This is an optimization exercise on Yosys and OpenROAD, whose aim is small area, a short achievable clock period and few clock cycles per item, not a production implementation.
RTL that was checked went through simulation tests only; none was proved equivalent to the original.

run 1:
==> flow/design.v (excerpt) <==
module fm_lpr_fir (
    input  logic        clock,
    input  logic        reset,
    input  logic [31:0] x_in,
    output logic        x_rd_en,
    input  logic        x_empty,
    output logic [31:0] y_out,
    input  logic        y_out_full,
    output logic        y_wr_en
);
export LEC_CHECK = 0
export ABC_CLOCK_PERIOD_IN_PS = 4000
export CAP_MARGIN = 20
export CORE_MARGIN = 2
export CORE_UTILIZATION = 55
export CTS_BUF_LIST = sky130_fd_sc_hd__clkbuf_8
export CTS_CLUSTER_DIAMETER = 60
export CTS_CLUSTER_SIZE = 12
export SLEW_MARGIN = 20
create_clock -name core_clock -period 12.0 [get_ports {clock}]
standard.sh (not shown) runs the stock make flow with config.mk's settings and CLKGATE_MAP_FILE= SYNTH_SCRIPT=/design/flow/synth_recipe.tcl, a recipe that flattens the netlist after the stock synthesis.
==> flow/flow/run.sh <==
#!/bin/bash
# Standard layout with: small port buffers (strong ones on the y_out_full -> y_wr_en
# path, set after global placement by io_buffers.tcl) and timing repair aimed below
# the clock period. make's output goes to flow_make.log, each step's to orfs/logs.
set -euo pipefail
bash standard.sh \
  BUFFER_PORTS_ARGS="-buffer_cell sky130_fd_sc_hd__buf_1" \
  POST_GLOBAL_PLACE_TCL="$(pwd)/flow/io_buffers.tcl" \
  SETUP_SLACK_MARGIN=6.9 \
  finish > flow_make.log 2>&1
==> flow/flow/io_buffers.tcl <==
# Give the combinational path from y_out_full to y_wr_en strong port buffers.
set block [ord::get_db_block]
foreach pname {y_out_full y_wr_en} {
  set bterm [$block findBTerm $pname]
  if { $bterm == "NULL" } { continue }
  set net [$bterm getNet]
  foreach iterm [$net getITerms] {
    set inst [$iterm getInst]
    set mname [[$inst getMaster] getName]
    if { [string match "sky130_fd_sc_hd__buf_*" $mname] } {
      puts "io_buffers: [$inst getName] $mname -> sky130_fd_sc_hd__buf_8"
      replace_cell [get_cells [$inst getName]] sky130_fd_sc_hd__buf_8
    }
  }
}
Run 1: no failed stages, no open violations at the end
Testbench counts of run 1, summed over its fixed seeds: cycles 32,792, items 4,096.
The inputs of run 2 differ from those of run 1 as listed below.
-- flow/config.mk --
<<< run 1, line 12
export CTS_BUF_LIST = sky130_fd_sc_hd__clkbuf_8
export CTS_CLUSTER_DIAMETER = 60
export CTS_CLUSTER_SIZE = 12
export SLEW_MARGIN = 20
>>> run 2, line 12
export CTS_BUF_LIST = sky130_fd_sc_hd__clkbuf_8
export CTS_CLUSTER_DIAMETER = 80
export CTS_CLUSTER_SIZE = 16
export SLEW_MARGIN = 20
[summary]
Compared with run 1, in run 2 post-route minimum period roughly the same, setup slack of the critical path after layout roughly the same, final period utilization roughly the same, total length of routed wires lower. Between run 2 and run 1, it is run 2 whose worst hold slack is higher, by 4.2 ps. First-pass GRT wire length of run 2 is on par with run 1.
Here is what was changed in the inputs of run 3 compared with run 2.
-- flow/config.mk --
<<< run 2, line 11
export CORE_UTILIZATION = 55
export CTS_BUF_LIST = sky130_fd_sc_hd__clkbuf_8
export CTS_CLUSTER_DIAMETER = 80
>>> run 3, line 11
export CORE_UTILIZATION = 55
export CTS_BUF_LIST = sky130_fd_sc_hd__clkbuf_8 sky130_fd_sc_hd__clkbuf_16
export CTS_CLUSTER_DIAMETER = 80
[summary]
Run 3 completed end to end with timing, DRC and antenna clean.
Comparing run 3 with run 2, the worst setup slack after layout came out essentially unchanged.
Measured against each other, run 3 and run 2 differ in post-synthesis to final-layout area growth, the higher figure coming from run 3.
Cell count essentially unchanged between run 3 and run 2.

* * *

Another version of the RTL of fm_lpr_fir (not shown whole).
For scale: ~250 flip-flops, roughly 70 I/O pins.
## fm_lpr_fir
module fm_lpr_fir (
    input  logic        clock,
    input  logic        reset,
    input  logic [31:0] x_in,
    output logic        x_rd_en,
    input  logic        x_empty,
    output logic [31:0] y_out,
    input  logic        y_out_full,
    output logic        y_wr_en
);
clock: 12.0 ns
lec_check: 0
abc_clock_period_in_ps: 4000
cap_margin: 20
core_margin: 2
core_utilization: 40
setup_slack_margin: 5
slew_margin: 20
run.sh (not shown) runs the stock make flow with config.mk's settings and CLKGATE_MAP_FILE= SYNTH_SCRIPT=/design/flow/synth_recipe.tcl, a recipe that flattens the netlist after the stock synthesis.
Stock flow here: none of the scripts above is used.
The baseline ran to the end with no violations.
Edit:
==> flow/flow/run.sh (new file) <==
#!/bin/bash
# Standard layout, with faster port buffers and timing repair aimed below the clock period.
set -euo pipefail
bash standard.sh \
  BUFFER_PORTS_ARGS="-buffer_cell sky130_fd_sc_hd__buf_4" \
  SETUP_SLACK_MARGIN=6.6 \
  finish > flow_make.log 2>&1
==> flow/standard.sh (new file) <==
#!/bin/bash
# synth_recipe.tcl (not shown) runs the flow's synth.tcl, then flattens the netlist and writes it again
# the make line also repeats each setting of config.mk as NAME=value (left out here)
make -C /OpenROAD-flow-scripts/flow DESIGN_CONFIG=/design/flow/config.mk WORK_HOME=/design/flow/orfs CLKGATE_MAP_FILE= SYNTH_SCRIPT=/design/flow/synth_recipe.tcl "${@:-finish}"
SETUP_SLACK_MARGIN = unset   (was 5)
removed: flow/run.sh
- via count goes down slightly
- design area decreases slightly
- worst setup slack improves by 0.50 ns
- final cell count decreases slightly
- routed wire length went down slightly
- area after synthesis is unchanged
- fmax climbs by roughly a tenth
No run of this note included a check of the RTL's function; only the layout flow was run.

* * *

Another version of the RTL of fm_lpr_fir (not shown whole).
Size: ~2,800 cells after synthesis, roughly 270 flip-flops, about 70 I/O pins, about 0.026 mm^2 of cells after synthesis.
==> flow/config.mk <==
export PLATFORM = sky130hd
export DESIGN_NAME = fm_lpr_fir
export DESIGN_NICKNAME = fm_lpr_fir
export VERILOG_FILES = /design/flow/design.v
export SDC_FILE = /design/flow/constraint.sdc
export NUM_CORES = 4
export LEC_CHECK = 0
export ABC_CLOCK_PERIOD_IN_PS = 4000
export CAP_MARGIN = 20
export CORE_MARGIN = 2
export CORE_UTILIZATION = 40
export SLEW_MARGIN = 20
==> flow/constraint.sdc <==
create_clock -name core_clock -period 12.0 [get_ports {clock}]
set_input_delay 2.4000 -clock core_clock [delete_from_list [all_inputs] [get_ports {clock}]]
set_output_delay 2.4000 -clock core_clock [all_outputs]
set_load 0.01 [all_outputs]
standard.sh (not shown) runs the stock make flow with config.mk's settings and CLKGATE_MAP_FILE= SYNTH_SCRIPT=/design/flow/synth_recipe.tcl, a recipe that flattens the netlist after the stock synthesis.
==> flow/flow/run.sh <==
#!/bin/bash
# Standard layout, with faster port buffers and timing repair aimed below the clock period.
set -euo pipefail
bash standard.sh \
  BUFFER_PORTS_ARGS="-buffer_cell sky130_fd_sc_hd__buf_4" \
  SETUP_SLACK_MARGIN=6.9 \
  finish > flow_make.log 2>&1
Testbench counts at the start, summed over its fixed seeds: cycles 32,792, items 4,096.
Then changed:
- CORE_UTILIZATION: 40 -> 50
Effect: The new run produced a clean layout. Wire length is about the same. First-iteration DRC count grows by 1.5%. Design area stays flat. Utilization grows by 11 points. Final cell count shrinks by 4.6%. Sequential cell count is unchanged.

## static timing again, ports no longer ideal
In the flow no input, the clock included, has a driving cell. The finished layouts below were timed again as built, in two steps. Step 1, drivers: a clkbuf_16 drives clock and a buf_2 each remaining input, both assumed. Step 2 also shifts input and output timing later by t, the mid clock arrival at the registers, as if the neighbouring blocks saw the same clock. a / b / c = ideal ports / drivers / drivers and shift; a / b = the first two.
| run | shift t [ns] | slack for setup (ns) | hold WS [ns] | slew at the worst register clock pin (ns) | worst slew at a driven data input, ns |
|---|---|---|---|---|---|
| run 1 | 0.698 | 6.890 / 6.850 / 6.672 | 0.556 / 0.556 / 0.556 | 0.09 / 0.09 | 0.05 |
| run 2 | 0.659 | 6.889 / 6.850 / 6.684 | 0.560 / 0.560 / 0.560 | 0.11 / 0.11 | 0.05 |
| run 3 | 0.623 | 6.889 / 6.850 / 6.684 | 0.546 / 0.546 / 0.546 | 0.08 / 0.08 | 0.05 |
| the first run of note 2 | 0.673 | 6.123 / 6.093 / 6.093 | 0.464 / 0.464 / 0.464 | 0.07 / 0.07 | 0.04 |
| the second run of note 2 | 0.653 | 6.622 / 6.622 / 6.622 | 0.453 / 0.453 / 0.453 | 0.08 / 0.08 | 0.04 |
| the first run of note 3 | 0.653 | 6.883 / 6.849 / 6.849 | 0.461 / 0.461 / 0.461 | 0.08 / 0.08 | 0.05 |
| the second run of note 3 | 0.607 | 6.906 / 6.873 / 6.873 | 0.447 / 0.447 / 0.447 | 0.07 / 0.07 | 0.04 |
After both steps setup and hold are still met in every run listed. For run 1, which loses most, drivers alone change the setup slack by -0.040 ns; drivers and shift together by -0.218 ns.
